Context: an optimization exercise on an open-source flow, tuned for small area. The choices shown serve that exercise and are no tape-out recipe. Only simulation tests tie the RTL to the original design; equivalence was not proved. No driver is modelled on the clock port, so clocking that relies on it looks cheaper here than on a real chip. Power and IR drop assume default switching activity.

**design/flow/flow/downsize.tcl**
```tcl
# After floorplan: Yosys/ABC sizes some gates up for a timing target far
# tighter than this design needs. Give every logic gate the smallest-area
# variant of its own function (same cell name, other drive strength); the
# resizer's repair_design then fixes any slew or capacitance limit this
# breaks. Flip-flops keep their cells. Buffers that ABC added are removed
# first, and the gates are first re-mapped for area by OpenROAD's restructure
# (ABC), which leaves the flip-flops alone.
remove_buffers
set rs_dir $::env(OBJECTS_DIR)/restructure
file mkdir $rs_dir
restructure -liberty_file [lindex $::env(LIB_FILES) 0] -target area \
  -tielo_port [join $::env(TIELO_CELL_AND_PORT) /] \
  -tiehi_port [join $::env(TIEHI_CELL_AND_PORT) /] \
  -work_dir $rs_dir -abc_logfile $::env(LOG_DIR)/2_1_restructure_abc.log
set db [ord::get_db]
set ::downsize_dont_use {}
foreach p $::env(DONT_USE_CELLS) { lappend ::downsize_dont_use $p }
proc is_dont_use {name} {
  foreach p $::downsize_dont_use { if {[string match $p $name]} { return 1 } }
  return 0
}
set swapped 0
foreach inst [[ord::get_db_block] getInsts] {
  set m [$inst getMaster]
  if {[$m getType] ne "CORE"} { continue }
  set name [$m getName]
  if {![regexp {^(sky130_fd_sc_hd__[a-z0-9]+?)_([0-9]+)$} $name -> base size]} { continue }
  if {[regexp {__(s?e?df|dl|clk)} $base]} { continue }
  set best $m
  set best_area [expr {[$m getWidth] * [$m getHeight]}]
  foreach s {0 1 2} {
    set c [$db findMaster ${base}_$s]
    if {$c eq "NULL" || [is_dont_use [$c getName]]} { continue }
    set a [expr {[$c getWidth] * [$c getHeight]}]
    if {$a < $best_area} {
      set best $c
      set best_area $a
    }
  }
  if {$best ne $m} {
    puts "downsize: [$inst getName] $name -> [$best getName]"
    $inst swapMaster $best
    incr swapped
  }
}
puts "downsize: $swapped cells"
```
**design/flow/flow/run.sh**
```bash
#!/bin/bash
# Standard layout, with three changes: gates are re-mapped for area and sized
# down to their smallest
# variant after floorplan (flow/downsize.tcl), the port buffers are buf_1 cells,
# and the
# clock is distributed by the small tree of flow/cts_tree.tcl instead of
# TritonCTS's H-tree (flow/cts_pre.tcl and flow/cts_post.tcl, hooked around
# the CTS step). Each ORFS step logs to orfs/logs/; make's output goes to
# standard.log.
set -o pipefail
source flow/params.sh
bash standard.sh \
  BUFFER_PORTS_ARGS="-buffer_cell sky130_fd_sc_hd__buf_1" \
  PRE_CTS_TCL="$PWD/flow/cts_pre.tcl" \
  POST_CTS_TCL="$PWD/flow/cts_post.tcl" \
  POST_FLOORPLAN_TCL="$PWD/flow/downsize.tcl" \
  CTS_GROUPS="$CTS_GROUPS" CTS_CELL="$CTS_CELL" CTS_ROOT="$CTS_ROOT" \
  CTS_ARGS="-clk_nets clk -dont_use_dummy_load -buf_list sky130_fd_sc_hd__clkbuf_1" \
  finish > standard.log 2>&1
```
**design/flow/design.v**
```verilog
module uart_rx #(
    parameter CLK_FREQ      = 50_000_000    ,
    parameter BAUD_RATE     = 9600          ,
    parameter DATA_WIDTH    = 8             ,
    parameter PARITY        = 0             ,
    parameter STOP_BIT      = 1
)(
    input   logic                   clk             ,
    input   logic                   rst             ,
    output  logic [DATA_WIDTH-1:0]  m_axis_tdata    ,
    output  logic                   m_axis_tvalid   ,
    input   logic                   m_axis_tready   ,
    output  logic                   frame_error     ,
    output  logic                   parity_error    ,
    input   logic                   rx_wire
);
    localparam logic [8:0] POS_0   = 9'b011000111;   
    localparam logic [8:0] POS_217 = 9'b000010000;   
    logic       rx_d0, rx_d1, rx_flag;
    logic [8:0] lfsr;
    logic [3:0] tick_cnt;      
    logic [7:0] shreg;
    logic       par;
    wire tick  = lfsr[0] & ~lfsr[1] & ~lfsr[3] & ~lfsr[4] & ~lfsr[5] & ~lfsr[6] & lfsr[7];
    wire pos_v = ~(lfsr[0] | lfsr[1] | lfsr[3] | lfsr[5] | lfsr[6] | lfsr[7] | lfsr[8]);
    wire rx_negedge = rx_d1 & ~rx_d0;
    assign m_axis_tvalid = rx_flag & pos_v & (tick_cnt == 4'd0);    
    assign m_axis_tdata  = shreg;
    assign parity_error  = par;
    assign frame_error   = ~rx_d0;
    always_ff @(posedge clk or posedge rst) begin
        if (rst) begin
            rx_d0    <= 1'b0;
            rx_flag  <= 1'b0;
        end else begin
            rx_d0    <= rx_wire;
            rx_flag  <= rx_negedge | (rx_flag & ~m_axis_tvalid);
        end
    end
    always_ff @(posedge clk) begin
        rx_d1    <= rx_d0;
        tick_cnt <= rx_flag ? tick_cnt + {3'd0, tick} : 4'd5;
        lfsr <= !rx_flag ? POS_0 : tick ? POS_217 : {lfsr[7:0], lfsr[8] ^ lfsr[1]};
        if (tick && tick_cnt[3:1] != 3'b111)
            shreg <= {rx_wire, shreg[7:1]};
        if (tick)
            par <= (tick_cnt == 4'd5) ? 1'b0 : (tick_cnt == 4'd15) ? par : par ^ rx_wire;
    end
endmodule
module uart_tx #(
    parameter CLK_FREQ      = 50_000_000    ,
    parameter BAUD_RATE     = 9600          ,
    parameter DATA_WIDTH    = 8             ,
    parameter PARITY        = 0             ,
    parameter STOP_BIT      = 1
)(
    input   logic                   clk             ,
    input   logic                   rst             ,
    input   logic [DATA_WIDTH-1:0]  s_axis_tdata    ,
    input   logic                   s_axis_tvalid   ,
    output  logic                   s_axis_tready   ,
    output  logic                   tx_wire
);
    logic [8:0] lfsr;
    logic [9:0] shreg;
    logic       par;           
    wire last = ~lfsr[0] & lfsr[1] & lfsr[3] & ~lfsr[4] & ~lfsr[5] & ~lfsr[6] & ~lfsr[7] & ~lfsr[8];
    wire hs   = s_axis_tvalid & s_axis_tready;
    wire tail = (shreg[9:1] == 9'd0);      
    always_ff @(posedge clk or posedge rst) begin
        if (rst)
            s_axis_tready <= 1'b1;
        else if (hs)
            s_axis_tready <= 1'b0;
        else if (last && tail && !shreg[0])
            s_axis_tready <= 1'b1;
    end
    always_ff @(posedge clk) begin
        lfsr <= (s_axis_tready | last) ? 9'd0 : {~lfsr[7:0], ~(lfsr[8] ^ lfsr[1])};
        if (hs)
            shreg <= {1'b1, s_axis_tdata, 1'b0};
        else if (last)
            shreg <= {1'b0, shreg[9:1]};
        par  <= s_axis_tready ? 1'b0 : par ^ (last & shreg[0] & ~tail);
    end
    assign tx_wire = s_axis_tready | (tail ? (~shreg[0] | par) : shreg[0]);
endmodule
module uart #(
    parameter CLK_FREQ      = 50_000_000    ,
    parameter BAUD_RATE     = 115200        ,
    parameter DATA_WIDTH    = 8             ,
    parameter PARITY        = 2             ,    
    parameter STOP_BIT      = 1                  
)(
    input   logic                   clk             ,
    input   logic                   rst             ,
    input   logic [DATA_WIDTH-1:0]  s_axis_tdata    ,
    input   logic                   s_axis_tvalid   ,
    output  logic                   s_axis_tready   ,
    output  logic [DATA_WIDTH-1:0]  m_axis_tdata    ,
    output  logic                   m_axis_tvalid   ,
    input   logic                   m_axis_tready   ,
    output  logic                   frame_error     ,        
    output  logic                   parity_error    ,        
    input   logic                   rx_wire         ,
    output  logic                   tx_wire         
);
    uart_rx #(
        .CLK_FREQ      (CLK_FREQ  ),
        .BAUD_RATE     (BAUD_RATE ),
        .DATA_WIDTH    (DATA_WIDTH),
        .PARITY        (PARITY    ),
        .STOP_BIT      (STOP_BIT  )   
    )u_uart_rx(
        .clk             ,
        .rst             ,
        .m_axis_tdata    ,
        .m_axis_tvalid   ,
        .m_axis_tready   ,
        .frame_error     ,
        .parity_error    ,
        .rx_wire         
    );
    uart_tx #(
        .CLK_FREQ      (CLK_FREQ  ),
        .BAUD_RATE     (BAUD_RATE ),
        .DATA_WIDTH    (DATA_WIDTH),    
        .PARITY        (PARITY    ),
        .STOP_BIT      (STOP_BIT  )   
    )u_uart_tx(
        .clk             ,
        .rst             ,
        .s_axis_tdata    ,
        .s_axis_tvalid   ,
        .s_axis_tready   ,
        .tx_wire         
    );
endmodule
```
**design/flow/flow/cts_tree.tcl**
```tcl
# Clock distribution for this small design, in place of TritonCTS's H-tree
# (which splits the sinks into groups of at most 15 with a buffer each).
# The clock pins are split into CTS_GROUPS groups by x position; one cell of
# type CTS_CELL, placed at the centroid of its group, drives each group. If
# CTS_ROOT is set, the clock port drives one CTS_ROOT cell, placed at the
# centroid of all sinks, and that cell drives the group cells (use a pair of
# inverters to keep the clock's polarity).
set groups $::env(CTS_GROUPS)
set block [ord::get_db_block]
set db [ord::get_db]
set clk_net [$block findNet clk]
set sinks {}
set ax 0
set ay 0
foreach it [$clk_net getITerms] {
  set loc [[$it getInst] getLocation]
  lappend sinks [list [lindex $loc 0] [lindex $loc 1] $it]
  set ax [expr {$ax + [lindex $loc 0]}]
  set ay [expr {$ay + [lindex $loc 1]}]
}
set n [llength $sinks]
set src_net $clk_net
if {[info exists ::env(CTS_ROOT)] && $::env(CTS_ROOT) ne ""} {
  set root [odb::dbInst_create $block [$db findMaster $::env(CTS_ROOT)] clkbuf_root]
  set src_net [odb::dbNet_create $block clk_root]
  $src_net setSigType CLOCK
  [$root findITerm A] connect $clk_net
  [$root findITerm Y] connect $src_net
  $root setLocation [expr {$ax / $n}] [expr {$ay / $n}]
  $root setPlacementStatus PLACED
}
set master [$db findMaster $::env(CTS_CELL)]
set out_pin [expr {[string match *inv* $::env(CTS_CELL)] ? "Y" : "X"}]
set sinks [lsort -integer -index 0 $sinks]
for {set g 0} {$g < $groups} {incr g} {
  set lo [expr {($g * $n) / $groups}]
  set hi [expr {(($g + 1) * $n) / $groups - 1}]
  set buf [odb::dbInst_create $block $master clkbuf_leaf_$g]
  set net [odb::dbNet_create $block clk_leaf_$g]
  $net setSigType CLOCK
  set sx 0
  set sy 0
  foreach s [lrange $sinks $lo $hi] {
    set sx [expr {$sx + [lindex $s 0]}]
    set sy [expr {$sy + [lindex $s 1]}]
    set it [lindex $s 2]
    $it disconnect
    $it connect $net
  }
  set cnt [expr {$hi - $lo + 1}]
  [$buf findITerm A] connect $src_net
  [$buf findITerm $out_pin] connect $net
  $buf setLocation [expr {$sx / $cnt}] [expr {$sy / $cnt}]
  $buf setPlacementStatus PLACED
  puts "cts_pre: clkbuf_leaf_$g drives $cnt clock pins"
}
```
**design/flow/standard.sh**
```bash
#!/bin/bash
# synth_recipe.tcl (not shown) runs the flow's synth.tcl, then flattens the netlist and writes it again
# the make line also repeats each setting of config.mk as NAME=value (left out here)
make -C /OpenROAD-flow-scripts/flow DESIGN_CONFIG=/design/flow/config.mk WORK_HOME=/design/flow/orfs CLKGATE_MAP_FILE= SYNTH_SCRIPT=/design/flow/synth_recipe.tcl "${@:-finish}"
```
**design/flow/flow/params.sh**
```bash
CTS_GROUPS=1
CTS_CELL=sky130_fd_sc_hd__clkinv_16
CTS_ROOT=sky130_fd_sc_hd__inv_4
```
**design/flow/flow/cts_post.tcl**
```tcl
# After CTS: put the clock pins back on net clk, remove the temporary buffer,
# build the clock tree of flow/cts_tree.tcl and legalize its cells.
set block [ord::get_db_block]
set clk_net [$block findNet clk]
set tmp_net [$block findNet clk_tmp]
set tmp [$block findInst clk_tmp_buf]
foreach it [$tmp_net getITerms] {
  if {[$it getInst] ne $tmp} {
    $it disconnect
    $it connect $clk_net
  }
}
odb::dbInst_destroy $tmp
odb::dbNet_destroy $tmp_net
source [file join [file dirname [info script]] cts_tree.tcl]
detailed_placement
check_placement -verbose
estimate_parasitics -placement
report_clock_skew
```
**design/flow/config.mk**
```make
export PLATFORM = sky130hd
export DESIGN_NAME = uart
export DESIGN_NICKNAME = uart
export VERILOG_FILES = /design/flow/design.v
export SDC_FILE = /design/flow/constraint.sdc
export NUM_CORES = 4
export LEC_CHECK = 0
export CAP_MARGIN = 20
export CORE_MARGIN = 2
export CORE_UTILIZATION = 40
export SLEW_MARGIN = 20
```
**design/flow/flow/cts_pre.tcl**
```tcl
# Before CTS: hide the clock pins behind one temporary buffer, so that
# TritonCTS (run on net clk only) finds a single sink and builds nothing, and
# repair_clock_inverters finds no inverter to clone.
set block [ord::get_db_block]
set clk_net [$block findNet clk]
set tmp [odb::dbInst_create $block [[ord::get_db] findMaster sky130_fd_sc_hd__clkbuf_1] clk_tmp_buf]
set tmp_net [odb::dbNet_create $block clk_tmp]
$tmp_net setSigType CLOCK
foreach it [$clk_net getITerms] {
  $it disconnect
  $it connect $tmp_net
}
[$tmp findITerm A] connect $clk_net
[$tmp findITerm X] connect $tmp_net
set core [$block getCoreArea]
$tmp setLocation [$core xMin] [$core yMin]
$tmp setPlacementStatus PLACED
```
**design/flow/constraint.sdc**
```tcl
create_clock -name core_clock -period 20.0 [get_ports {clk}]
set_input_delay 4.0000 -clock core_clock [delete_from_list [all_inputs] [get_ports {clk}]]
set_output_delay 4.0000 -clock core_clock [all_outputs]
set_load 0.01 [all_outputs]
```
==> impl_metrics.csv, run 1 <==
group,metric,value,unit
power,power_switching,0.0575,mW
global_routing,grt_pass1_vias,1023,
route,drt-initial-drc-count,38,
sta,relSlewSlack,0.449,
finish,fin_area,1780,um^2
power,p_sw_frac,0.286,
power,combPwrFrac,0.163,
die,die_x,68.9,um
route,wl_per_cell,12.3,um
sta,slew_violations,0,
critical_path,r2r_start,"u_uart_rx.lfsr[1]",
hold_path,min_to,"u_uart_rx.rx_d1",
sta,fin_crit_sh,0.296,
global_routing,grt_antenna_before_repair,0,
route,routed_wl,2580,um
synthesis,synthDistinctLibCells,38,
critical_path,rr_worst_depth,4,
critical_path,required,16.00,ns
hold_path,min_path_cells,0,
die,io_pins,26,
hold_path,hold_class,"reg2reg",
finish,seqCellArea,1110,um^2
synthesis,synthesis.area,1680,um^2
finish,layout_commonest_cell,"dfxtp_1",
finish,area_growth,5.72,%
power,irDropWorstVdd,0.0597,mV
route,drt-met1-wl,1190,um
sta,fmax,169,MHz
critical_path,crit_fanout,3,
route,vias,1037,
placed_design,gp_congestion,0.817,
power,seqPwrFrac,0.671,
sta,hold_viol,0,
finish,nets,175,
die,die_h,68.9,um
global_routing,grt_usage,0.117,
power,p_int,0.144,mW
die,initial_utilization,0.418,
placed_design,io_buffers,24,
synthesis,ys_ff_latch,46,
synthesis,ys_warn_count,2,
placed_design,dpl-instance-area,1740,um^2
route,wl_met3,107,um
outcome,outcome,"complete, no violations",
synthesis,synth_cells,129,
finish,layout_common_cells,"dfxtp_1, buf_1, nor2_1",
route,ant_nets,0,
finish,antenna_cells,0,
critical_path,cp.arrival,1.91,ns
critical_path,cp-start-kind,"flop",
sta,min_period,5.91,ns
power,p_clk_frac,0.166,
sta,tns,0,ns
synthesis,synth_seq_area_share,0.658,
global_routing,grt_pass1_wl,4440,um
sta,setup-violations-final,0,
synthesis,syn_nets,144,
route,dr.max_layer_used,"met4",
route,via_per_inst,4.94,
finish,drive_gt1_frac,0.0250,
synthesis,avgSynthCellArea,13.1,um^2
power,powerDensity,113,nW/um^2
sta,skew,0.00461,ns
job,drv_cap,0,
route,drc,0,
power,p_leak,0.609,nW
die,dieArea,4750,um^2
hold_path,hp-start,"u_uart_rx.rx_d0",
sta,worst_pin_slew,0.819,ns
critical_path,cp-end-kind,"primary output",
finish,final.fill_count,386,
critical_path,cp_cell_sequence,"or4_1 > nor4_1 > a21oi_1 > o21ai_0 > buf_1",
critical_path,regToRegEndpoint,"u_uart_rx.shreg[4]",
critical_path,crit_slowest_cell,"or4_1",
route,wl_met2,1270,um
placed_design,dp_hpwl,2000,um
sta,rsz0062_at_grt,"no",
critical_path,cpPeakStageDelay,0.54,ns
critical_path,reg2reg_slack,17.25,ns
clocking,insertion_delay,0.14,ns
global_routing,grt_overflow,0,
die,core,4030,um^2
global_routing,grt_start_max_net_pins,47,
finish,multi_input_area,413,um^2
critical_path,critPathKind,"reg2out",
die,rows,23,
clocking,clk_pin_slew_worst_paths,0.09,ns
route,dr.pass1.iters,4,
cell usage after synthesis, drive strengths merged:
cell	instances	area [um^2]
o41ai	1	8.76
and3	2	12.5
inv	4	15.0
clkbuf	1	3.75
o21bai	1	7.51
nor4	3	33.8
and2	3	18.8
nor3	1	5.00
o21ai	1	5.00
a41oi	1	8.76
nor2	17	71.3
a22o	8	70.1
nand3	3	20.0
edfxtp	17	510
ha	2	25.0
nand2	9	36.3
nor3b	1	7.51
dfrtp	2	50.1
xor2	2	17.5
dfstp	1	26.3
a21oi	1	5.00
dfxtp	26	521
mux2	1	15.0
o2bb2ai	1	8.76
nor2b	1	6.26
a31oi	3	18.8
buf	2	16.3
and4	2	20.0
xnor2	3	26.3
nor4b	2	47.6
nand4b	1	8.76
nand2b	6	37.5
layer usage:
layer,GRT usage,vias up
met5,0,-
li1,-,537
met3,0.00974,2
met2,0.216,16
met1,0.155,482
met4,0.00980,0
sequential cells by signal (all words and copies together) (netlist names):
name and count:
u_uart_rx.lfsr 9, u_uart_rx.par 1, u_uart_rx.rx_d0 1, u_uart_rx.rx_d1 1, u_uart_rx.rx_flag 1, u_uart_rx.shreg 8, u_uart_rx.tick_cnt 4, u_uart_tx.lfsr 9
u_uart_tx.par 1, u_uart_tx.s_axis_tready 1, u_uart_tx.shreg 10
power by group through the flow:
stage | Combinational (mW) | Clock (mW) | Sequential (mW)
2_1_floorplan | 0.0260 | 0 | 0.140
3_3_place_gp | 0.0317 | 0 | 0.136
3_5_place_dp | 0.0336 | 0 | 0.138
5_1_grt | 0.0388 | 0.0378 | 0.138
6_report | 0.0329 | 0.0335 | 0.135
worst max-delay path, delay by kind of cell (launching register included):
family | cells | cell delay, ns
buf+inv | 1 | 0.17
simple gates | 2 | 0.95
compound gates | 2 | 0.27
flops | 1 | 0.39
kinds of logic (layout without fill, tap and decap cells):
family,after synthesis,in the layout,synth area share
compound gates,17,26,0.0788
xor+xnor,5,1,0.0260
fa+ha+maj,2,0,0.0149
buf+inv,7,44,0.0208
flops,46,46,0.658
mux,1,0,0.00891
simple gates,51,43,0.193
cell type report:
| class | count | area share |
|---|---|---|
| Multi-Input combinational cell | 70 | 0.232 |
| Inverter | 19 | 0.0562 |
| Timing Repair Buffer | 25 | 0.0548 |
| Sequential cell | 46 | 0.622 |
| Tap cell | 50 | 0.0351 |
per-stage QoR:
stage | util | worst slack [ns] | cells | power, mW | hold slack [ns]
detailed placement | 0.433 | 14.27 | 208 | 0.171 | 0.371
global route | 0.442 | 13.90 | 210 | 0.215 | 0.404
finish | 0.442 | 14.09 | 210 | 0.202 | 0.390
floorplan | - | 14.88 | 129 | 0.166 | 0.347
global placement | 0.433 | 14.29 | 208 | 0.168 | 0.359
worst max-delay path by stage:
stage,depth (start not counted),end,from
after global routing,5,tx_wire,u_uart_tx.shreg[4]
after floorplan,4,tx_wire,u_uart_tx.shreg[7]
final,5,tx_wire,u_uart_tx.shreg[3]
after global placement,5,tx_wire,u_uart_tx.shreg[3]
after detailed placement,5,tx_wire,u_uart_tx.shreg[3]
==> run 2: changes to the inputs <==
--- a/design/flow/design.v
+++ b/design/flow/design.v
@@ -14,15 +14,15 @@
     output  logic                   parity_error    ,
     input   logic                   rx_wire
 );
-    localparam logic [8:0] POS_0   = 9'b011000111;   
-    localparam logic [8:0] POS_217 = 9'b000010000;   
+    localparam logic [8:0] POS_0   = 9'b100000111;   
+    localparam logic [8:0] POS_217 = 9'b011000011;   
     logic       rx_d0, rx_d1, rx_flag;
     logic [8:0] lfsr;
     logic [3:0] tick_cnt;      
     logic [7:0] shreg;
     logic       par;
-    wire tick  = lfsr[0] & ~lfsr[1] & ~lfsr[3] & ~lfsr[4] & ~lfsr[5] & ~lfsr[6] & lfsr[7];
-    wire pos_v = ~(lfsr[0] | lfsr[1] | lfsr[3] | lfsr[5] | lfsr[6] | lfsr[7] | lfsr[8]);
+    wire tick  = lfsr[0] & ~lfsr[1] & ~lfsr[2] & lfsr[3] & ~lfsr[4] & lfsr[6] & ~lfsr[8];
+    wire pos_v = lfsr[0] & ~lfsr[2] & ~lfsr[4] & ~lfsr[5] & lfsr[6] & lfsr[7] & ~lfsr[8];
     wire rx_negedge = rx_d1 & ~rx_d0;
     assign m_axis_tvalid = rx_flag & pos_v & (tick_cnt == 4'd0);    
     assign m_axis_tdata  = shreg;
@@ -40,7 +40,7 @@
     always_ff @(posedge clk) begin
         rx_d1    <= rx_d0;
         tick_cnt <= rx_flag ? tick_cnt + {3'd0, tick} : 4'd5;
-        lfsr <= !rx_flag ? POS_0 : tick ? POS_217 : {lfsr[7:0], lfsr[8] ^ lfsr[1]};
+        lfsr <= !rx_flag ? POS_0 : tick ? POS_217 : {~lfsr[7:0], lfsr[8] ^ lfsr[1]};
         if (tick && tick_cnt[3:1] != 3'b111)
             shreg <= {rx_wire, shreg[7:1]};
         if (tick)
@@ -64,7 +64,7 @@
     logic [8:0] lfsr;
     logic [9:0] shreg;
     logic       par;           
-    wire last = ~lfsr[0] & lfsr[1] & lfsr[3] & ~lfsr[4] & ~lfsr[5] & ~lfsr[6] & ~lfsr[7] & ~lfsr[8];
+    wire last = lfsr[0] & ~lfsr[1] & lfsr[2] & lfsr[4] & ~lfsr[5] & lfsr[6] & lfsr[8];
     wire hs   = s_axis_tvalid & s_axis_tready;
     wire tail = (shreg[9:1] == 9'd0);      
     always_ff @(posedge clk or posedge rst) begin
@@ -76,7 +76,7 @@
             s_axis_tready <= 1'b1;
     end
     always_ff @(posedge clk) begin
-        lfsr <= (s_axis_tready | last) ? 9'd0 : {~lfsr[7:0], ~(lfsr[8] ^ lfsr[1])};
+        lfsr <= (s_axis_tready | last) ? 9'b000001000 : {~lfsr[7:0], lfsr[8] ^ lfsr[1]};
         if (hs)
             shreg <= {1'b1, s_axis_tdata, 1'b0};
         else if (last)
==> design/flow/config.mk (replaced) <==
export PLATFORM = sky130hd
export DESIGN_NAME = uart
export DESIGN_NICKNAME = uart
export VERILOG_FILES = /design/flow/design.v
export SDC_FILE = /design/flow/constraint.sdc
export NUM_CORES = 4
export LEC_CHECK = 0
export CAP_MARGIN = 0
export CORE_MARGIN = 2
export CORE_UTILIZATION = 40
export SLEW_MARGIN = 0
==> impl_metrics.csv, run 2 <==
group,metric,value,unit
synthesis,yosysTopAreaCellShare,0.314,
die,initial_utilization,0.414,
hold_path,hp-start,"u_uart_tx.lfsr[3]",
finish,antenna_cells,0,
placed_design,io_buffers,24,
sta,skew,0.0144,ns
finish,reg_top3,"u_uart_tx.shreg: 10 flops, u_uart_rx.lfsr: 9 flops, u_uart_tx.lfsr: 9 flops",
synthesis,avgSynthCellArea,12.6,um^2
synthesis,synth_xor_area_frac,0.0264,
placed_design,dp_hpwl,2050,um
critical_path,required,16.00,ns
finish,final.fill_count,385,
critical_path,cp.arrival,1.94,ns
die,rows,23,
synthesis,synth_top_family_by_area,"simple AND/OR/NAND/NOR gates",
synthesis,synth_compound_area_frac,0.106,
power,power.total,0.205,mW
die,dieArea,4680,um^2
synthesis,ys_ff_latch,46,
sta,hold_viol,0,
finish,largest_reg_flops,10,
power,seqPwrFrac,0.684,
clocking,insertion_delay,0.14,ns
outcome,outcome,"complete, no violations",
placed_design,dpl-instance-area,1720,um^2
route,ant_nets,0,
synthesis,synth_seq_area_share,0.668,
hold_path,hold_class,"reg2reg",
sta,setup-violations-final,0,
clocking,clk_pin_slew_worst_paths,0.10,ns
finish,fin_area,1750,um^2
die,die_x,68.4,um
global_routing,grt_overflow,0,
sta,rsz0062_at_grt,"no",
power,irDropWorstVdd,0.0518,mV
synthesis,synth_async_sr_flop_share,0.0652,
sta,tns,0,ns
critical_path,critPathLaunch,"u_uart_tx.shreg[5]",
route,vias,1076,
die,die_h,68.4,um
finish,layout_common_cells,"dfxtp_1, buf_1, nor2_1",
route,drt-initial-drc-count,87,
route,drc,0,
power,p_int,0.146,mW
synthesis,synth.area.mux_share,0.00679,
global_routing,grt_antenna_before_repair,0,
power,p_leak,0.626,nW
synthesis,synth_enable_flop_cells,17,
power,power_switching,0.0597,mW
synthesis,synth_cells,132,
route,wl_per_cell,13.0,um
synthesis,yosys.area_share.simple,0.155,
synthesis,synthesis.area,1660,um^2
power,powerDensity,117,nW/um^2
sta,fmax,168,MHz
synthesis,syn_nets,147,
synthesis,synthAdderAreaFrac,0.0151,
die,core,4000,um^2
placed_design,gp_congestion,0.774,
synthesis,yosys.area.top_type,"dfxtp_1",
job,drv_cap,0,
global_routing,grt_pass1_vias,1027,
critical_path,critPathKind,"reg2out",
sta,min_period,5.94,ns
route,routed_wl,2690,um
global_routing,grt_use_met1,0.149,
synthesis,synth_top_cells_by_count,"dfxtp_1, edfxtp_1, nor2_1, a22o_1, nand2_1",
critical_path,cp-end-kind,"primary output",
die,io_pins,26,
global_routing,grt_use_met3,0.00987,
synthesis,yosysMostFrequentCell,"dfxtp_1",
sta,worst_pin_slew,0.695,ns
synthesis,synthDistinctLibCells,40,
finish,post-route-util,0.438,
sta,slew_violations,0,
global_routing,busiest_layer,"met2",
finish,drive_gt1_frac,0.0255,
critical_path,cp-start-kind,"flop",
sta,whs,0.387,ns
sta,fin_crit_sh,0.297,
power,combPwrFrac,0.153,
sta,relSlewSlack,0.535,
synthesis,ys.flop_type,"dfxtp_1",
global_routing,gr-usage-met2,0.212,
global_routing,grt_pass1_wl,4260,um
synthesis,ys_warn_count,2,
global_routing,grt_usage,0.114,
global_routing,grt_start_max_net_pins,47,
finish,nets,172,
finish,layout_commonest_cell,"dfxtp_1",
finish,area_growth,5.74,%
route,via_per_inst,5.20,
finish,top_register,"u_uart_tx.shreg",
synthesis,synthTopCellsByArea,"dfxtp_1, edfxtp_1, a22o_1",
power,p_sw_frac,0.291,
critical_path,crit_fanout,2,
route,dr.pass1.iters,4,
critical_path,r2r_start,"u_uart_tx.shreg[5]",
power,p_clk_frac,0.162,
-- run 2: changes by cell type after synthesis, moves of 2 or more --
cell / change
a21oi_2: +2
nor4b_4: -2
and3_1: -2
nand3_1: +3
nor3_1: +2
clkbuf_1: +2
nand2b_1: -2
-- run 2: final cells by class --
cell class              count  area, um^2  share of cell area
inverters                  15        85.1              0.0485
multi-input cells          71         400               0.228
flip-flops and latches     46        1110               0.632
well taps                  50        62.6              0.0357
repair buffers             25        97.6              0.0557
-- run 2: through the flow --
stage / instances / setup slack, ns
after global placement: 205 / 14.30
after floorplan: 132 / 14.84
after detailed placement: 205 / 14.24
final: 207 / 14.06
after global routing: 207 / 13.90
-- run 2: logic make-up after synthesis --
family / Yosys count
AO/OA/AOI/OAI: 21
XOR/XNOR: 5
adder cells (fa/ha/maj): 2
buffers and inverters: 8
flip-flops: 46
multiplexers: 1
AND/OR/NAND/NOR: 49
-- run 2: layer usage --
layer | wire length [um] | vias up
met5 | 0 | -
met4 | 13 | 0
met3 | 107 | 2
met2 | 1340 | 17
met1 | 1230 | 523
li1 | - | 534
-- run 2: worst max-delay path: stages, from the launching register on --
cell and delay [ns]:
edfxtp_1 0.39, or4_1 0.54, nor4_1 0.39, clkinv_1 0.15
nor2_1 0.10, o21ai_0 0.07, buf_1 0.14
-- run 2: final timing paths --
check                                           to  slack (ns)  depth (start not counted)
min in group asynchronous          u_uart_rx.rx_d0        3.68                          2
hold reg to reg                  u_uart_tx.lfsr[4]        0.39                          1
setup reg to reg                     u_uart_tx.par       18.12                          6
setup / recovery                           tx_wire       14.06                          6
hold / removal                   u_uart_tx.lfsr[4]        0.39                          1
max in group asynchronous  u_uart_tx.s_axis_tready       16.12                          2
-- run 2: power by group through the flow --
stage,Sequential (mW),Combinational (mW),Clock (mW)
2_1_floorplan,0.139,0.0258,0
3_3_place_gp,0.142,0.0302,0
3_5_place_dp,0.142,0.0322,0
5_1_grt,0.144,0.0364,0.0375
6_report,0.140,0.0315,0.0333
==> run 3: changes to the inputs <==
--- a/design/flow/config.mk
+++ b/design/flow/config.mk
@@ -5,7 +5,7 @@
 export SDC_FILE = /design/flow/constraint.sdc
 export NUM_CORES = 4
 export LEC_CHECK = 0
-export CAP_MARGIN = 0
+export CAP_MARGIN = 20
 export CORE_MARGIN = 2
 export CORE_UTILIZATION = 40
-export SLEW_MARGIN = 0
+export SLEW_MARGIN = 20
==> impl_metrics.csv, run 3 <==
group,metric,value,unit
outcome,outcome,"complete, no violations",
critical_path,reg2reg_slack,18.12,ns
clocking,clk_pin_slew_worst_paths,0.10,ns
sta,tns,0,ns
synthesis,synth_top_cells_by_count,"dfxtp_1, edfxtp_1, nor2_1, a22o_1, nand2_1",
power,powerDensity,117,nW/um^2
hold_path,min_to,"u_uart_tx.lfsr[4]",
hold_path,min_path_cells,1,
clocking,insertion_delay,0.14,ns
finish,final.fill_count,385,
global_routing,grt_usage,0.114,
placed_design,io_buffers,24,
job,drv_cap,0,
die,core,4000,um^2
power,p_leak,0.626,nW
route,drt-initial-drc-count,87,
placed_design,dpl-instance-area,1720,um^2
synthesis,synthesis.area,1660,um^2
hold_path,hold_class,"reg2reg",
sta,min_period,5.94,ns
sta,setup-violations-final,0,
critical_path,rr_worst_depth,6,
power,irDropWorstVdd,0.0518,mV
global_routing,grt_overflow,0,
finish,fin_area,1750,um^2
power,power.total,0.205,mW
sta,hold_viol,0,
synthesis,synthTopCellsByArea,"dfxtp_1, edfxtp_1, a22o_1",
synthesis,synthDistinctLibCells,40,
die,rows,23,
sta,whs,0.387,ns
placed_design,gp_congestion,0.774,
synthesis,avgSynthCellArea,12.6,um^2
die,initial_utilization,0.414,
finish,antenna_cells,0,
placed_design,dp_hpwl,2050,um
global_routing,grt_antenna_before_repair,0,
synthesis,yosysTopAreaCellShare,0.314,
finish,reg_top3,"u_uart_tx.shreg: 10 flops, u_uart_rx.lfsr: 9 flops, u_uart_tx.lfsr: 9 flops",
route,wl_per_cell,13.0,um
synthesis,ys_warn_count,2,
critical_path,cp-end-kind,"primary output",
synthesis,syn_nets,147,
synthesis,synth_enable_flop_cells,17,
finish,nets,172,
sta,relSlewSlack,0.535,
synthesis,yosysMostFrequentCell,"dfxtp_1",
critical_path,critPathKind,"reg2out",
die,die_x,68.4,um
die,io_pins,26,
finish,drive_gt1_frac,0.0255,
finish,final_cells,207,
sta,rsz0062_at_grt,"no",
critical_path,crit_fanout,2,
finish,layout_common_cells,"dfxtp_1, buf_1, nor2_1",
route,via_per_inst,5.20,
route,vias,1076,
critical_path,cp-start-kind,"flop",
synthesis,synth_seq_area_share,0.668,
route,routed_wl,2690,um
sta,slew_violations,0,
global_routing,grt_start_max_net_pins,47,
critical_path,required,16.00,ns
route,drc,0,
sta,worst_pin_slew,0.695,ns
critical_path,regToRegEndpoint,"u_uart_tx.par",
sta,fin_crit_sh,0.297,
finish,largest_reg_flops,10,
die,dieArea,4680,um^2
finish,layout_commonest_cell,"dfxtp_1",
route,dr.pass1.iters,4,
global_routing,grt_pass1_vias,1027,
critical_path,cp.arrival,1.94,ns
route,ant_nets,0,
synthesis,synth_cells,132,
finish,area_growth,5.74,%
synthesis,synth_async_sr_flop_share,0.0652,
finish,top_register,"u_uart_tx.shreg",
sta,fmax,168,MHz
synthesis,yosys.area.top_type,"dfxtp_1",
synthesis,ys.flop_type,"dfxtp_1",
placed_design,dp_cells,205,
global_routing,grt_pass1_wl,4260,um
hold_path,hp-start,"u_uart_tx.lfsr[3]",
sta,skew,0.0144,ns
critical_path,r2r_start,"u_uart_tx.shreg[5]",
die,die_h,68.4,um
synthesis,ys_ff_latch,46,
## run 3: logic make-up after synthesis
group / count (synthesis) / synth area share
and+or+nand+nor: 49 / 0.155
xor gates and xnor gates: 5 / 0.0264
adders and majority gates: 2 / 0.0151
buffers and inverters: 8 / 0.0226
muxes: 1 / 0.00679
AOI/OAI and AO/OA: 21 / 0.106
DFF: 46 / 0.668
## run 3: worst max-delay path by stage
| stage | startpoint | to | depth (start not counted) | slack [ns] |
|---|---|---|---|---|
| final | u_uart_tx.shreg[5] | tx_wire | 6 | 14.06 |
| after global routing | u_uart_tx.shreg[6] | tx_wire | 6 | 13.90 |
| after detailed placement | u_uart_tx.shreg[5] | tx_wire | 6 | 14.24 |
| after global placement | u_uart_tx.shreg[5] | tx_wire | 6 | 14.30 |
| after floorplan | u_uart_rx.lfsr[4] | m_axis_tvalid | 3 | 14.84 |
## run 3: area by class of cell
| cell class | count | area (um^2) | share of cell area |
|---|---|---|---|
| Sequential cell | 46 | 1110 | 0.632 |
| Multi-Input combinational cell | 71 | 400 | 0.228 |
| Timing Repair Buffer | 25 | 97.6 | 0.0557 |
| Inverter | 15 | 85.1 | 0.0485 |
| Tap cell | 50 | 62.6 | 0.0357 |
## run 3: critical path, cell delays in order, from the launching register on
cell and delay, ns:
edfxtp_1 0.39, or4_1 0.54, nor4_1 0.39, clkinv_1 0.15, nor2_1 0.10, o21ai_0 0.07, buf_1 0.14
## run 3: report_power, final
group	switching, mW	internal (mW)
clock	0.0281	0.00521
sequential	0.0163	0.124
combinational	0.0153	0.0162
## run 3: per-stage QoR
stage	setup slack [ns]	utilization
6_report	14.06	0.438
5_1_grt	13.90	0.438
3_5_place_dp	14.24	0.429
3_3_place_gp	14.30	0.429
2_1_floorplan	14.84	-
## run 3: metal layers
metal / vias to the layer above / wire length (um) / global-route usage
met4: 0 / 13 / 0.0125
met5: - / 0 / 0
li1: 534 / - / -
met2: 17 / 1340 / 0.212
met3: 2 / 107 / 0.00987
met1: 523 / 1230 / 0.149
==> run 4: changes to the inputs <==
--- a/design/flow/flow/run.sh
+++ b/design/flow/flow/run.sh
@@ -1,6 +1,5 @@
 #!/bin/bash
-# Standard layout, with three changes: gates are re-mapped for area and sized
-# down to their smallest
+# Standard layout, with three changes: gates are sized down to their smallest
 # variant after floorplan (flow/downsize.tcl), the port buffers are buf_1 cells,
 # and the
 # clock is distributed by the small tree of flow/cts_tree.tcl instead of
--- a/design/flow/flow/downsize.tcl
+++ b/design/flow/flow/downsize.tcl
@@ -3,15 +3,8 @@
 # variant of its own function (same cell name, other drive strength); the
 # resizer's repair_design then fixes any slew or capacitance limit this
 # breaks. Flip-flops keep their cells. Buffers that ABC added are removed
-# first, and the gates are first re-mapped for area by OpenROAD's restructure
-# (ABC), which leaves the flip-flops alone.
+# first.
 remove_buffers
-set rs_dir $::env(OBJECTS_DIR)/restructure
-file mkdir $rs_dir
-restructure -liberty_file [lindex $::env(LIB_FILES) 0] -target area \
-  -tielo_port [join $::env(TIELO_CELL_AND_PORT) /] \
-  -tiehi_port [join $::env(TIEHI_CELL_AND_PORT) /] \
-  -work_dir $rs_dir -abc_logfile $::env(LOG_DIR)/2_1_restructure_abc.log
 set db [ord::get_db]
 set ::downsize_dont_use {}
 foreach p $::env(DONT_USE_CELLS) { lappend ::downsize_dont_use $p }
==> impl_metrics.csv, run 4 <==
group,metric,value,unit
outcome,outcome,"complete, no violations",
sta,relSlewSlack,0.470,
synthesis,yosysTopAreaCellShare,0.314,
hold_path,hold_class,"reg2reg",
die,io_pins,26,
critical_path,critPathKind,"reg2out",
global_routing,grt_overflow,0,
power,p_int,0.145,mW
synthesis,avgSynthCellArea,12.6,um^2
job,drv_cap,0,
finish,reg_top3,"u_uart_tx.shreg: 10 flops, u_uart_rx.lfsr: 9 flops, u_uart_tx.lfsr: 9 flops",
sta,slew_violations,0,
die,core,4000,um^2
sta,worst_pin_slew,0.791,ns
sta,fin_ws,14.45,ns
synthesis,synth_top_cells_by_count,"dfxtp_1, edfxtp_1, nor2_1, a22o_1, nand2_1",
critical_path,crit_slowest_cell,"edfxtp_1",
synthesis,yosysMostFrequentCell,"dfxtp_1",
power,p_clk_frac,0.160,
synthesis,synth_seq_area_share,0.668,
synthesis,synthTopCellsByArea,"dfxtp_1, edfxtp_1, a22o_1",
finish,fin_area,1790,um^2
placed_design,dp_cells,202,
finish,area_growth,7.70,%
power,irDropWorstVdd,0.0537,mV
sta,hold_viol,0,
power,p_sw_frac,0.288,
die,die_h,68.4,um
power,power.total,0.203,mW
critical_path,cp.arrival,1.55,ns
finish,layout_commonest_cell,"dfxtp_1",
finish,nets,171,
critical_path,cp_cell_sequence,"nor4_1 > nand3_1 > nor3b_1 > o21bai_1 > buf_1",
finish,layout_common_cells,"dfxtp_1, buf_1, nor2_1",
finish,antenna_cells,0,
sta,min_period,5.55,ns
sta,tns,0,ns
clocking,clk_pin_slew_worst_paths,0.09,ns
sta,skew,0.00383,ns
synthesis,synth_cells,132,
placed_design,dp_slack,14.59,ns
global_routing,grt_pass1_vias,982,
synthesis,ys_ff_latch,46,
route,dr.pass1.iters,4,
route,drt-initial-drc-count,54,
synthesis,synth_async_sr_flop_share,0.0652,
route,vias,1040,
placed_design,dpl-instance-area,1750,um^2
critical_path,cp-start-kind,"flop",
placed_design,gp_congestion,0.802,
synthesis,synthesis.area,1660,um^2
critical_path,cpPeakStageDelay,0.40,ns
synthesis,synthDistinctLibCells,40,
sta,fin_crit_sh,0.278,
clocking,insertion_delay,0.14,ns
finish,largest_reg_flops,10,
power,powerDensity,114,nW/um^2
finish,final_cells,204,
die,initial_utilization,0.414,
power,p_leak,0.661,nW
sta,fmax,180,MHz
synthesis,synth_enable_flop_cells,17,
critical_path,crit_fanout,3,
die,rows,23,
synthesis,ys_warn_count,2,
power,seqPwrFrac,0.691,
route,wl_per_cell,13.2,um
global_routing,grt_usage,0.114,
sta,rsz0062_at_grt,"no",
synthesis,yosys.area.top_type,"dfxtp_1",
sta,setup-violations-final,0,
route,routed_wl,2700,um
global_routing,grt_pass1_wl,4210,um
finish,top_register,"u_uart_tx.shreg",
power,power_switching,0.0586,mW
placed_design,dp_hpwl,2090,um
die,die_x,68.4,um
placed_design,io_buffers,24,
global_routing,grt_antenna_before_repair,0,
route,ant_nets,0,
route,drc,0,
critical_path,required,16.00,ns
critical_path,cp-end-kind,"primary output",
global_routing,grt_start_max_net_pins,47,
finish,drive_gt1_frac,0.0390,
power,combPwrFrac,0.148,
die,dieArea,4680,um^2
route,via_per_inst,5.10,
synthesis,syn_nets,147,
synthesis,ys.flop_type,"dfxtp_1",
## run 4: cell count changes in the layout (fill, tap and decap cells not counted), sizes merged, moves of 3 or more
cell	delta
xnor2	+4
clkinv	-13
o21ai	-3
a31oi	+3
a22o	+8
nand2b	+4
inv	+4
nor3	-3
a32o	-8
## run 4: logic make-up (layout without fill, tap and decap cells)
logic type / Yosys count / in the layout / share of synthesized area
xor+xnor: 5 / 5 / 0.0264
flops: 46 / 46 / 0.668
buf+inv: 8 / 30 / 0.0226
compound gates: 21 / 21 / 0.106
simple gates: 49 / 49 / 0.155
mux: 1 / 1 / 0.00679
fa+ha+maj: 2 / 2 / 0.0151
## run 4: path summary, 6_finish.rpt
path,startpoint,to,slack [ns],cells past startpoint
max in group asynchronous,rst,u_uart_tx.s_axis_tready,16.09,2
max reg2reg,u_uart_rx.lfsr[4],u_uart_rx.shreg[4],17.76,3
max,u_uart_tx.shreg[6],tx_wire,14.45,5
min reg2reg,u_uart_rx.rx_d0,u_uart_rx.rx_d1,0.38,0
min,u_uart_rx.rx_d0,u_uart_rx.rx_d1,0.38,0
min in group asynchronous,rst,u_uart_rx.rx_d0,3.69,2
## run 4: power groups by stage
stage	sequential (mW)	clock [mW]	combinational, mW
floorplan	0.139	0	0.0258
global placement	0.141	0	0.0287
detailed placement	0.143	0	0.0307
global route	0.144	0.0382	0.0348
finish	0.141	0.0326	0.0302
## run 4: cell type report
class | instances | area (um^2)
Sequential cell | 46 | 1110
Inverter | 6 | 51.3
Tap cell | 50 | 62.6
Multi-Input combinational cell | 78 | 474
Fill cell | 371 | 2210
Timing Repair Buffer | 24 | 90.1
## run 4: per-stage QoR
step	hold WS [ns]	utilization
after detailed placement	0.357	0.437
after global routing	0.399	0.446
after global placement	0.353	0.437
final	0.376	0.446
after floorplan	0.347	-
## run 4: worst max-delay path, delay by kind of cell, from the launching register on
family          cells  cell delay, ns
flops               1            0.40
buf+inv             1            0.14
compound gates      1            0.09
simple gates        3            0.79
## run 4: routing by layer
metal	global-route usage	part of all wire	vias up
met1	0.141	0.46	505
met4	0.0225	0.0089	0
met2	0.213	0.49	20
met3	0.0115	0.048	2
li1	-	-	513
met5	0	0	-

[separate check: timing with driven ports]
In the flow no input, the clock included, has a driving cell. The finished layouts below were timed again as built, in two steps. Step 1: set_driving_cell puts a clkbuf_16 on clk and a buf_2 on each other input, an assumption about the parent block. Step 2 adds t to the input delays and takes it off the output delays; t is the mean of the earliest and latest rising clock arrival at the registers after step 1. Input paths then give back, and output paths get back, about the clock's delay inside the block. a / b / c = no drivers / after step 1 / after step 2; a / b = the first two.
| run | t, ns | setup slack, ns | worst setup path at the end | slew at the worst register clock pin (ns) | pins driven straight from the clock port |
|---|---|---|---|---|---|
| run 1 | 0.169 | 14.086 / 14.056 / 14.225 | register to output | 0.09 / 0.09 | 1 |
| run 2 | 0.171 | 14.064 / 14.032 / 14.203 | register to output | 0.10 / 0.10 | 1 |
| run 3 | 0.171 | 14.064 / 14.032 / 14.203 | register to output | 0.10 / 0.10 | 1 |
| run 4 | 0.170 | 14.445 / 14.413 / 14.583 | register to output | 0.09 / 0.09 | 1 |
After both steps every run listed still meets setup and hold.
